What follows belongs to an exercise in optimizing a design on an open flow for small area; a production flow would make more cautious choices. In this exercise RTL edits were held to simulation tests only and were not proved equivalent to the original.

==> inputs of wip/garnet <==
// pid
module pid (
	input clk,
	input res,
	input c_active,
	input kp_active,
	input ki_active,
	input kd_active,
	input inc_up,
	input inc_dn,
	input motor_rot_pulse,
	output disp_rs,
	output disp_rw,
	output disp_en,
	output display_on,
	output [7:0]disp_data,
	output [6:0]seg7_k,
	output [6:0]seg7_eq,
	output [6:0]seg7_thousands,
	output [6:0]seg7_hundreds,
	output [6:0]seg7_tens,
	output [6:0]seg7_ones,
	output velocity_command_pulse,
	output [15:0]command_speed_out
);
  function [4:0] bcd_step(input [3:0] d, input up);
    begin
      if (up) bcd_step = (d == 4'd9) ? {1'b1, 4'd0} : {1'b0, d + 4'd1};
      else    bcd_step = (d == 4'd0) ? {1'b1, 4'd9} : {1'b0, d - 4'd1};
    end
  endfunction
  reg [4:0] ui_cnt;
  wire ui_tick = (ui_cnt == 5'd15);
  reg [2:0] lc;
  reg lp;
  wire lcd_tick = lc[2] & ~lp;
  reg [9:0] lrc;
  reg lrp;
  reg [7:0] win;
  wire win_end = (win == 8'd0) & (lc == 3'd0) & ~lp;
  reg [13:0] pq;
  reg [2:0] pr;
  ...
export LEC_CHECK = 0
export ABC_AREA = 1
export ABC_CLOCK_PERIOD_IN_PS = 60000
export CAP_MARGIN = 20
export CORE_MARGIN = 2
export CORE_UTILIZATION = 60
export SLEW_MARGIN = 20
export SYNTH_HIERARCHICAL = 1
create_clock -name core_clock -period 60.0 [get_ports {clk}]
standard.sh (not shown) runs the stock make flow with config.mk's settings and CLKGATE_MAP_FILE= SYNTH_SCRIPT=/design/flow/synth_recipe.tcl, a recipe that flattens the netlist after the stock synthesis.
==> flow/flow/run.sh <==
#!/bin/bash
# Layout flow: the standard synthesis; the combinational logic of the synthesized
# netlist is then re-mapped by ABC for area (registers, full/half adders and tie cells
# are kept as they are); then the standard layout from the netlist on, with the
# ports buffered by the smallest buffer and a clock tree of small buffers without
# dummy loads. Each tool's output goes to its own log here.
set -euo pipefail
HERE=$(pwd)
RES=$HERE/orfs/results/$FLOW_PLATFORM/pid/base
LIB=$FLOW_HOME/platforms/$FLOW_PLATFORM/lib/sky130_fd_sc_hd__tt_025C_1v80.lib
YOSYS=$FLOW_HOME/../tools/install/yosys/bin/yosys

# 1. standard synthesis up to the Yosys netlist
bash standard.sh "$RES/1_2_yosys.v" > synth.log 2>&1
cp "$RES/1_2_yosys.v" "$HERE/1_2_yosys_standard.v"

# 2. area re-mapping of the combinational logic
DONT_USE=""
for c in $(sed -n '/^export DONT_USE_CELLS/,/^$/p' "$FLOW_HOME/platforms/$FLOW_PLATFORM/config.mk" | grep -o 'sky130_fd_sc_hd__[a-z0-9_]*'); do
  DONT_USE="$DONT_USE -dont_use $c"
done
cat > remap.abc <<'A'
strash
&get -n
&deepsyn -T 120
&nf -R 1000
&put
topo
A
cat > remap.ys <<Y
read_liberty -ignore_miss_func $LIB
blackbox sky130_fd_sc_hd__*df* sky130_fd_sc_hd__*dl* sky130_fd_sc_hd__*sdf* sky130_fd_sc_hd__fa_* sky130_fd_sc_hd__ha_* sky130_fd_sc_hd__conb_*
read_verilog $HERE/1_2_yosys_standard.v
hierarchy -top $FLOW_TOP
flatten
opt_clean
abc -liberty $LIB -script $HERE/remap.abc $DONT_USE
opt_clean -purge
read_liberty -lib -ignore_miss_func $LIB
splitnets
opt_clean -purge
hilomap -singleton -hicell sky130_fd_sc_hd__conb_1 HI -locell sky130_fd_sc_hd__conb_1 LO
insbuf -buf sky130_fd_sc_hd__buf_1 A X
check -assert
select -assert-none t:\$*
tee -o $HERE/remap_stat.txt stat -liberty $LIB
write_verilog -noattr -nohex -nodec $HERE/1_2_yosys_remap.v
Y
# keep the re-mapped netlist only if it has the same registers (names and cell types)
regs() { grep -oE '^ *sky130_fd_sc_hd__[a-z0-9_]*(df|dl)[a-z0-9_]* +[^ ]+' "$1" | sed 's/^ *//' | sort; }
if "$YOSYS" -s remap.ys > remap.log 2>&1 && [[ -s "$HERE/1_2_yosys_remap.v" ]] \
   && [[ "$(regs "$HERE/1_2_yosys_standard.v")" == "$(regs "$HERE/1_2_yosys_remap.v")" ]]; then
  cp "$HERE/1_2_yosys_remap.v" "$RES/1_2_yosys.v"
  touch "$RES/1_2_yosys.v"
  echo "re-mapped netlist in use" >> remap.log
else
  echo "re-mapping failed or changed the registers; keeping the standard netlist" >> remap.log
fi

# 3. standard layout from the netlist
export BUFFER_PORTS_ARGS="-buffer_cell sky130_fd_sc_hd__buf_1"
export CTS_ARGS="-sink_clustering_enable -repair_clock_nets -dont_use_dummy_load -buf_list sky130_fd_sc_hd__clkbuf_4"
bash standard.sh finish > layout.log 2>&1
==> wip/quartz (differences from wip/garnet) <==
--- a/flow/design.v
+++ b/flow/design.v
@@ -300,25 +300,32 @@
       else pr <= pr + 3'd1;
     end
   end
   reg [3:0] act;                   
   reg [15:0] ucs;                  
+  reg [11:0] kp, ki, kd;           
   wire up = ~inc_up & inc_dn;
   wire dn = inc_up & ~inc_dn;
   wire selc = (act == 4'b1000);
   wire selp = (act == 4'b0100);
   wire seli = (act == 4'b0010);
   wire seld = (act == 4'b0001);
   wire step = ui_tick & (up | dn);
+  wire [11:0] ksel = selp ? kp : seli ? ki : kd;
+  wire [4:0] k0 = bcd_step(ksel[3:0], up);
+  wire [4:0] k1 = bcd_step(ksel[7:4], up);
+  wire [4:0] k2 = bcd_step(ksel[11:8], up);
+  wire [11:0] knext = {k0[4] & k1[4] ? k2[3:0] : ksel[11:8],
+                       k0[4] ? k1[3:0] : ksel[7:4], k0[3:0]};
   wire [4:0] u0 = bcd_step(ucs[3:0], up);
   wire [4:0] u1 = bcd_step(ucs[7:4], up);
   wire [4:0] u2 = bcd_step(ucs[11:8], up);
   wire [4:0] u3 = bcd_step(ucs[15:12], up);
   wire [15:0] unext = {u0[4] & u1[4] & u2[4] ? u3[3:0] : ucs[15:12],
                        u0[4] & u1[4] ? u2[3:0] : ucs[11:8],
                        u0[4] ? u1[3:0] : ucs[7:4], u0[3:0]};
-  reg [9:0] kold;
+  reg [11:0] kold;
   reg [1:0] ktag;                  
   reg [9:0] kpb, kib, kdb;
   wire [9:0] kb = selp ? kpb : seli ? kib : kdb;
   wire [9:0] kbn = up ? ((kb == 10'd999) ? 10'd0 : kb + 10'd1)
                       : ((kb == 10'd0) ? 10'd999 : kb - 10'd1);
@@ -327,27 +334,28 @@
   reg uev, uup, uwr, kev, kup, kwr;
   always @(posedge clk) begin
     if (!res) begin
       act <= 4'd0;
       ucs <= 16'h1000;
-      kold <= 10'd0; ktag <= 2'd0;
+      kp <= 12'd0; ki <= 12'd0; kd <= 12'd0;
+      kold <= 12'd0; ktag <= 2'd0;
       kpb <= 10'd0; kib <= 10'd0; kdb <= 10'd0;
       uev <= 1'b0; uup <= 1'b0; uwr <= 1'b0; kev <= 1'b0; kup <= 1'b0; kwr <= 1'b0;
     end else begin
       if (ui_tick) begin
         uev <= step & selc; uup <= up; uwr <= ucs_wrap;
         kev <= step & seli; kup <= up; kwr <= ki_wrap;
         act <= {c_active, kp_active, ki_active, kd_active};
         ktag <= 2'd0;
         if (step & selc) ucs <= unext;
         if (step & (selp | seli | seld)) begin
-          kold <= kb;
+          kold <= ksel;
           ktag <= selp ? 2'd1 : seli ? 2'd2 : 2'd3;
         end
-        if (step & selp) kpb <= kbn;
-        if (step & seli) kib <= kbn;
-        if (step & seld) kdb <= kbn;
+        if (step & selp) begin kp <= knext; kpb <= kbn; end
+        if (step & seli) begin ki <= knext; kib <= kbn; end
+        if (step & seld) begin kd <= knext; kdb <= kbn; end
       end
     end
   end
   reg last_pulse;
   reg [9:0] pcq;                   
@@ -440,32 +448,12 @@
       cmd <= cmdn;
     end
   end
   assign command_speed_out = cmd;
   assign velocity_command_pulse = ({2'b00, pq} < cmd);
-  function [3:0] add3(input [3:0] d);
-    begin
-      add3[3] = d[3] | (d[2] & (d[1] | d[0]));
-      add3[2] = (d[2] & ~d[1] & ~d[0]) | (d[3] & d[0]);
-      add3[1] = (~d[2] & d[1]) | (d[1] & d[0]) | (d[3] & ~d[0]);
-      add3[0] = (~d[3] & ~d[2] & d[0]) | (d[2] & d[1] & ~d[0]) | (d[3] & ~d[0]);
-    end
-  endfunction
-  function [11:0] bcd3(input [9:0] b);
-    integer n; reg [21:0] w;
-    begin
-      w = {12'd0, b};
-      for (n = 0; n < 10; n = n + 1) begin
-        w[13:10] = add3(w[13:10]);
-        w[17:14] = add3(w[17:14]);
-        w = w << 1;
-      end
-      bcd3 = w[21:10];
-    end
-  endfunction
   wire anysel = selc | selp | seli | seld;
-  wire [15:0] dsel = selc ? ucs : {4'd0, bcd3(kb)};
+  wire [15:0] dsel = selc ? ucs : {4'd0, selp ? kp : seli ? ki : kd};
   wire [6:0] s3, s2, s1, s0;
   seg_dec dec3 (dsel[15:12], s3);
   seg_dec dec2 (dsel[11:8], s2);
   seg_dec dec1 (dsel[7:4], s1);
   seg_dec dec0 (dsel[3:0], s0);
@@ -500,19 +488,22 @@
       vcmd <= 16'd0; vfb <= 10'd0;
     end else if (ui_tick) begin
       vcmd <= cmd; vfb <= fb;
     end
   end
-  wire [9:0] kpl = (ktag == 2'd1) ? kold : kpb;
-  wire [9:0] kil = (ktag == 2'd2) ? kold : kib;
-  wire [9:0] kdl = (ktag == 2'd3) ? kold : kdb;
   wire vsel_fb = idx[5];           
-  wire vsel_k = ~idx[5] & idx[4] & (idx[3] | idx[2]);    
-  wire [9:0] klcd = (idx[3:2] == 2'b01) ? kpl : (idx[3:2] == 2'b10) ? kil : kdl;
-  wire vneg = ~vsel_fb & ~vsel_k & vcmd[15];
-  wire [15:0] vval = vsel_k ? {6'd0, klcd} : vsel_fb ? {6'd0, vfb} : vcmd;
+  wire vneg = ~vsel_fb & vcmd[15];
+  wire [15:0] vval = vsel_fb ? {6'd0, vfb} : vcmd;
   wire [15:0] vmag = (vval ^ {16{vneg}}) + {15'd0, vneg};
+  function [3:0] add3(input [3:0] d);
+    begin
+      add3[3] = d[3] | (d[2] & (d[1] | d[0]));
+      add3[2] = (d[2] & ~d[1] & ~d[0]) | (d[3] & d[0]);
+      add3[1] = (~d[2] & d[1]) | (d[1] & d[0]) | (d[3] & ~d[0]);
+      add3[0] = (~d[3] & ~d[2] & d[0]) | (d[2] & d[1] & ~d[0]) | (d[3] & ~d[0]);
+    end
+  endfunction
   reg [35:0] z;
   integer bi;
   always @(*) begin
     z = {20'd0, vmag};
     for (bi = 0; bi < 16; bi = bi + 1) begin
@@ -522,15 +513,18 @@
       z[31:28] = add3(z[31:28]);
       z = z << 1;
     end
   end
   wire [3:0] thou4 = {z[32], 3'b000} + {1'b0, z[33:32], 1'b0} + z[31:28];  
-  wire [1:0] vpos = idx[5] ? idx[1:0] : idx[1:0] + 2'd1;
-  wire [3:0] vdig = (vpos == 2'd0) ? thou4 : (vpos == 2'd1) ? z[27:24] :
-                    (vpos == 2'd2) ? z[23:20] : z[19:16];
+  wire [3:0] vdig = (idx == 6'd15 || idx == 6'd32) ? thou4 :
+                    (idx == 6'd16 || idx == 6'd33) ? z[27:24] :
+                    (idx == 6'd17 || idx == 6'd34) ? z[23:20] : z[19:16];
   wire [3:0] vdig_s = vneg ? (4'd0 - vdig) : vdig;
   wire [7:0] vchar = (vdig_s <= 4'd9) ? {4'h3, vdig_s} : 8'd3;
+  wire [11:0] kpl = (ktag == 2'd1) ? kold : kp;
+  wire [11:0] kil = (ktag == 2'd2) ? kold : ki;
+  wire [11:0] kdl = (ktag == 2'd3) ? kold : kd;
   reg [8:0] lcd_out;
   always @(*) begin
     case (idx)
       6'd0: lcd_out = {1'b0, 8'b0011_1000};
       6'd1: lcd_out = {1'b0, 8'b0000_0110};
@@ -547,15 +541,21 @@
       6'd12: lcd_out = {1'b1, "d"};
       6'd13: lcd_out = {1'b1, " "};
       6'd14: lcd_out = {1'b1, " "};
       6'd15, 6'd16, 6'd17, 6'd18: lcd_out = {1'b1, vchar};
       6'd19: lcd_out = {1'b0, 8'b1100_0000};
-      6'd20, 6'd21, 6'd22: lcd_out = {1'b1, vchar};
+      6'd20: lcd_out = {1'b1, 4'h3, kpl[11:8]};
+      6'd21: lcd_out = {1'b1, 4'h3, kpl[7:4]};
+      6'd22: lcd_out = {1'b1, 4'h3, kpl[3:0]};
       6'd23: lcd_out = {1'b1, " "};
-      6'd24, 6'd25, 6'd26: lcd_out = {1'b1, vchar};
+      6'd24: lcd_out = {1'b1, 4'h3, kil[11:8]};
+      6'd25: lcd_out = {1'b1, 4'h3, kil[7:4]};
+      6'd26: lcd_out = {1'b1, 4'h3, kil[3:0]};
       6'd27: lcd_out = {1'b1, " "};
-      6'd28, 6'd29, 6'd30: lcd_out = {1'b1, vchar};
+      6'd28: lcd_out = {1'b1, 4'h3, kdl[11:8]};
+      6'd29: lcd_out = {1'b1, 4'h3, kdl[7:4]};
+      6'd30: lcd_out = {1'b1, 4'h3, kdl[3:0]};
       6'd31: lcd_out = {1'b1, " "};
       6'd32, 6'd33, 6'd34, 6'd35: lcd_out = {1'b1, vchar};
       default: lcd_out = {1'b0, 8'b1000_0000};
     endcase
   end
==> flow/flow/run.sh (replaced) <==
#!/bin/bash
# Layout flow: the standard synthesis, then the combinational logic of the
# synthesized netlist is re-mapped by ABC for area (registers, full/half adders and
# tie cells are kept as they are), then the standard layout from the netlist on.
set -euo pipefail
HERE=$(pwd)
RES=$HERE/orfs/results/$FLOW_PLATFORM/pid/base
LIB=$FLOW_HOME/platforms/$FLOW_PLATFORM/lib/sky130_fd_sc_hd__tt_025C_1v80.lib

# 1. standard synthesis up to the Yosys netlist
bash standard.sh "$RES/1_2_yosys.v" > synth.log 2>&1
cp "$RES/1_2_yosys.v" "$HERE/1_2_yosys_standard.v"

# 2. area re-mapping of the combinational logic
DONT_USE=""
for c in $(sed -n '/^export DONT_USE_CELLS/,/^$/p' "$FLOW_HOME/platforms/$FLOW_PLATFORM/config.mk" | grep -o 'sky130_fd_sc_hd__[a-z0-9_]*'); do
  DONT_USE="$DONT_USE -dont_use $c"
done
cat > remap.abc <<'A'
strash
&get -n
&deepsyn -T 120
&put
dch -f
amap
topo
A
cat > remap.ys <<Y
read_liberty -ignore_miss_func $LIB
blackbox sky130_fd_sc_hd__dfxtp_1 sky130_fd_sc_hd__fa_1 sky130_fd_sc_hd__ha_1 sky130_fd_sc_hd__conb_1
read_verilog $HERE/1_2_yosys_standard.v
hierarchy -top $FLOW_TOP
flatten
opt_clean
abc -liberty $LIB -script $HERE/remap.abc $DONT_USE
opt_clean -purge
read_liberty -lib -ignore_miss_func $LIB
splitnets
opt_clean -purge
hilomap -singleton -hicell sky130_fd_sc_hd__conb_1 HI -locell sky130_fd_sc_hd__conb_1 LO
insbuf -buf sky130_fd_sc_hd__buf_4 A X
check -assert
tee -o $HERE/remap_stat.txt stat -liberty $LIB
write_verilog -noattr -nohex -nodec $HERE/1_2_yosys_remap.v
Y
YOSYS=$FLOW_HOME/../tools/install/yosys/bin/yosys
if "$YOSYS" -s remap.ys > remap.log 2>&1 && [[ -s "$HERE/1_2_yosys_remap.v" ]]; then
  cp "$HERE/1_2_yosys_remap.v" "$RES/1_2_yosys.v"
  touch "$RES/1_2_yosys.v"
else
  echo "remap failed; keeping the standard netlist" >> remap.log
fi

# 3. standard layout from the re-mapped netlist
bash standard.sh finish > layout.log 2>&1
Settings changed: CORE_UTILIZATION 60 to 40.
==> wip/willow (differences from wip/garnet) <==
--- a/flow/design.v
+++ b/flow/design.v
@@ -300,25 +300,32 @@
       else pr <= pr + 3'd1;
     end
   end
   reg [3:0] act;                   
   reg [15:0] ucs;                  
+  reg [11:0] kp, ki, kd;           
   wire up = ~inc_up & inc_dn;
   wire dn = inc_up & ~inc_dn;
   wire selc = (act == 4'b1000);
   wire selp = (act == 4'b0100);
   wire seli = (act == 4'b0010);
   wire seld = (act == 4'b0001);
   wire step = ui_tick & (up | dn);
+  wire [11:0] ksel = selp ? kp : seli ? ki : kd;
+  wire [4:0] k0 = bcd_step(ksel[3:0], up);
+  wire [4:0] k1 = bcd_step(ksel[7:4], up);
+  wire [4:0] k2 = bcd_step(ksel[11:8], up);
+  wire [11:0] knext = {k0[4] & k1[4] ? k2[3:0] : ksel[11:8],
+                       k0[4] ? k1[3:0] : ksel[7:4], k0[3:0]};
   wire [4:0] u0 = bcd_step(ucs[3:0], up);
   wire [4:0] u1 = bcd_step(ucs[7:4], up);
   wire [4:0] u2 = bcd_step(ucs[11:8], up);
   wire [4:0] u3 = bcd_step(ucs[15:12], up);
   wire [15:0] unext = {u0[4] & u1[4] & u2[4] ? u3[3:0] : ucs[15:12],
                        u0[4] & u1[4] ? u2[3:0] : ucs[11:8],
                        u0[4] ? u1[3:0] : ucs[7:4], u0[3:0]};
-  reg [9:0] kold;
+  reg [11:0] kold;
   reg [1:0] ktag;                  
   reg [9:0] kpb, kib, kdb;
   wire [9:0] kb = selp ? kpb : seli ? kib : kdb;
   wire [9:0] kbn = up ? ((kb == 10'd999) ? 10'd0 : kb + 10'd1)
                       : ((kb == 10'd0) ? 10'd999 : kb - 10'd1);
@@ -327,27 +334,28 @@
   reg uev, uup, uwr, kev, kup, kwr;
   always @(posedge clk) begin
     if (!res) begin
       act <= 4'd0;
       ucs <= 16'h1000;
-      kold <= 10'd0; ktag <= 2'd0;
+      kp <= 12'd0; ki <= 12'd0; kd <= 12'd0;
+      kold <= 12'd0; ktag <= 2'd0;
       kpb <= 10'd0; kib <= 10'd0; kdb <= 10'd0;
       uev <= 1'b0; uup <= 1'b0; uwr <= 1'b0; kev <= 1'b0; kup <= 1'b0; kwr <= 1'b0;
     end else begin
       if (ui_tick) begin
         uev <= step & selc; uup <= up; uwr <= ucs_wrap;
         kev <= step & seli; kup <= up; kwr <= ki_wrap;
         act <= {c_active, kp_active, ki_active, kd_active};
         ktag <= 2'd0;
         if (step & selc) ucs <= unext;
         if (step & (selp | seli | seld)) begin
-          kold <= kb;
+          kold <= ksel;
           ktag <= selp ? 2'd1 : seli ? 2'd2 : 2'd3;
         end
-        if (step & selp) kpb <= kbn;
-        if (step & seli) kib <= kbn;
-        if (step & seld) kdb <= kbn;
+        if (step & selp) begin kp <= knext; kpb <= kbn; end
+        if (step & seli) begin ki <= knext; kib <= kbn; end
+        if (step & seld) begin kd <= knext; kdb <= kbn; end
       end
     end
   end
   reg last_pulse;
   reg [9:0] pcq;                   
@@ -440,32 +448,12 @@
       cmd <= cmdn;
     end
   end
   assign command_speed_out = cmd;
   assign velocity_command_pulse = ({2'b00, pq} < cmd);
-  function [3:0] add3(input [3:0] d);
-    begin
-      add3[3] = d[3] | (d[2] & (d[1] | d[0]));
-      add3[2] = (d[2] & ~d[1] & ~d[0]) | (d[3] & d[0]);
-      add3[1] = (~d[2] & d[1]) | (d[1] & d[0]) | (d[3] & ~d[0]);
-      add3[0] = (~d[3] & ~d[2] & d[0]) | (d[2] & d[1] & ~d[0]) | (d[3] & ~d[0]);
-    end
-  endfunction
-  function [11:0] bcd3(input [9:0] b);
-    integer n; reg [21:0] w;
-    begin
-      w = {12'd0, b};
-      for (n = 0; n < 10; n = n + 1) begin
-        w[13:10] = add3(w[13:10]);
-        w[17:14] = add3(w[17:14]);
-        w = w << 1;
-      end
-      bcd3 = w[21:10];
-    end
-  endfunction
   wire anysel = selc | selp | seli | seld;
-  wire [15:0] dsel = selc ? ucs : {4'd0, bcd3(kb)};
+  wire [15:0] dsel = selc ? ucs : {4'd0, selp ? kp : seli ? ki : kd};
   wire [6:0] s3, s2, s1, s0;
   seg_dec dec3 (dsel[15:12], s3);
   seg_dec dec2 (dsel[11:8], s2);
   seg_dec dec1 (dsel[7:4], s1);
   seg_dec dec0 (dsel[3:0], s0);
@@ -500,19 +488,22 @@
       vcmd <= 16'd0; vfb <= 10'd0;
     end else if (ui_tick) begin
       vcmd <= cmd; vfb <= fb;
     end
   end
-  wire [9:0] kpl = (ktag == 2'd1) ? kold : kpb;
-  wire [9:0] kil = (ktag == 2'd2) ? kold : kib;
-  wire [9:0] kdl = (ktag == 2'd3) ? kold : kdb;
   wire vsel_fb = idx[5];           
-  wire vsel_k = ~idx[5] & idx[4] & (idx[3] | idx[2]);    
-  wire [9:0] klcd = (idx[3:2] == 2'b01) ? kpl : (idx[3:2] == 2'b10) ? kil : kdl;
-  wire vneg = ~vsel_fb & ~vsel_k & vcmd[15];
-  wire [15:0] vval = vsel_k ? {6'd0, klcd} : vsel_fb ? {6'd0, vfb} : vcmd;
+  wire vneg = ~vsel_fb & vcmd[15];
+  wire [15:0] vval = vsel_fb ? {6'd0, vfb} : vcmd;
   wire [15:0] vmag = (vval ^ {16{vneg}}) + {15'd0, vneg};
+  function [3:0] add3(input [3:0] d);
+    begin
+      add3[3] = d[3] | (d[2] & (d[1] | d[0]));
+      add3[2] = (d[2] & ~d[1] & ~d[0]) | (d[3] & d[0]);
+      add3[1] = (~d[2] & d[1]) | (d[1] & d[0]) | (d[3] & ~d[0]);
+      add3[0] = (~d[3] & ~d[2] & d[0]) | (d[2] & d[1] & ~d[0]) | (d[3] & ~d[0]);
+    end
+  endfunction
   reg [35:0] z;
   integer bi;
   always @(*) begin
     z = {20'd0, vmag};
     for (bi = 0; bi < 16; bi = bi + 1) begin
@@ -522,15 +513,18 @@
       z[31:28] = add3(z[31:28]);
       z = z << 1;
     end
   end
   wire [3:0] thou4 = {z[32], 3'b000} + {1'b0, z[33:32], 1'b0} + z[31:28];  
-  wire [1:0] vpos = idx[5] ? idx[1:0] : idx[1:0] + 2'd1;
-  wire [3:0] vdig = (vpos == 2'd0) ? thou4 : (vpos == 2'd1) ? z[27:24] :
-                    (vpos == 2'd2) ? z[23:20] : z[19:16];
+  wire [3:0] vdig = (idx == 6'd15 || idx == 6'd32) ? thou4 :
+                    (idx == 6'd16 || idx == 6'd33) ? z[27:24] :
+                    (idx == 6'd17 || idx == 6'd34) ? z[23:20] : z[19:16];
   wire [3:0] vdig_s = vneg ? (4'd0 - vdig) : vdig;
   wire [7:0] vchar = (vdig_s <= 4'd9) ? {4'h3, vdig_s} : 8'd3;
+  wire [11:0] kpl = (ktag == 2'd1) ? kold : kp;
+  wire [11:0] kil = (ktag == 2'd2) ? kold : ki;
+  wire [11:0] kdl = (ktag == 2'd3) ? kold : kd;
   reg [8:0] lcd_out;
   always @(*) begin
     case (idx)
       6'd0: lcd_out = {1'b0, 8'b0011_1000};
       6'd1: lcd_out = {1'b0, 8'b0000_0110};
@@ -547,15 +541,21 @@
       6'd12: lcd_out = {1'b1, "d"};
       6'd13: lcd_out = {1'b1, " "};
       6'd14: lcd_out = {1'b1, " "};
       6'd15, 6'd16, 6'd17, 6'd18: lcd_out = {1'b1, vchar};
       6'd19: lcd_out = {1'b0, 8'b1100_0000};
-      6'd20, 6'd21, 6'd22: lcd_out = {1'b1, vchar};
+      6'd20: lcd_out = {1'b1, 4'h3, kpl[11:8]};
+      6'd21: lcd_out = {1'b1, 4'h3, kpl[7:4]};
+      6'd22: lcd_out = {1'b1, 4'h3, kpl[3:0]};
       6'd23: lcd_out = {1'b1, " "};
-      6'd24, 6'd25, 6'd26: lcd_out = {1'b1, vchar};
+      6'd24: lcd_out = {1'b1, 4'h3, kil[11:8]};
+      6'd25: lcd_out = {1'b1, 4'h3, kil[7:4]};
+      6'd26: lcd_out = {1'b1, 4'h3, kil[3:0]};
       6'd27: lcd_out = {1'b1, " "};
-      6'd28, 6'd29, 6'd30: lcd_out = {1'b1, vchar};
+      6'd28: lcd_out = {1'b1, 4'h3, kdl[11:8]};
+      6'd29: lcd_out = {1'b1, 4'h3, kdl[7:4]};
+      6'd30: lcd_out = {1'b1, 4'h3, kdl[3:0]};
       6'd31: lcd_out = {1'b1, " "};
       6'd32, 6'd33, 6'd34, 6'd35: lcd_out = {1'b1, vchar};
       default: lcd_out = {1'b0, 8'b1000_0000};
     endcase
   end
--- a/flow/flow/run.sh
+++ b/flow/flow/run.sh
@@ -21,12 +21,13 @@
 done
 cat > remap.abc <<'A'
 strash
 &get -n
 &deepsyn -T 120
-&nf -R 1000
 &put
+dch -f
+amap
 topo
 A
 cat > remap.ys <<Y
 read_liberty -ignore_miss_func $LIB
 blackbox sky130_fd_sc_hd__*df* sky130_fd_sc_hd__*dl* sky130_fd_sc_hd__*sdf* sky130_fd_sc_hd__fa_* sky130_fd_sc_hd__ha_* sky130_fd_sc_hd__conb_*
==> summary of the runs <==
wip/garnet completed with no timing, DRC or antenna violations. wip/willow ran to the end with no violations. wip/quartz completed without violations. Worst setup slack: wip/willow is lower than wip/quartz (0.46 ns). Die area: wip/garnet < wip/willow < wip/quartz. Against wip/willow, the clock-buffer cell count of wip/garnet is lower by 5. Synthesized cell count: wip/quartz > wip/willow > wip/garnet. The highest clock skew belongs to wip/willow, the lowest to wip/quartz. Critical path depth: wip/garnet is lower than wip/quartz (4).

==> afterwards: timing with drivers on the ports <==
No port has a modelled driver above. Below, the same layouts with a new extraction and two added sets of constraints. Step 1: set_driving_cell puts a clkbuf_16 on clk and a buf_2 on each other input, an assumption about the parent block. Step 2 times the ports against the registers' clock, not the clock port: input delays grow and output delays shrink by t, the midpoint of the rising clock arrivals with the driver on. Three values: ideal, step 1, step 2; two values: the first two.
run | t (ns) | setup slack, ns | worst hold slack (ns) | worst setup path at the end | cell pins on the clock port's net
wip/garnet | 0.774 | 25.515 / 25.515 / 25.515 | 0.434 / 0.434 / 0.434 | register to register | 1
wip/quartz | 0.609 | 23.537 / 23.537 / 23.537 | 0.414 / 0.414 / 0.414 | register to register | 1
wip/willow | 0.819 | 23.072 / 23.072 / 23.072 | 0.441 / 0.441 / 0.441 | register to register | 1
After both steps every run listed still meets setup and hold.
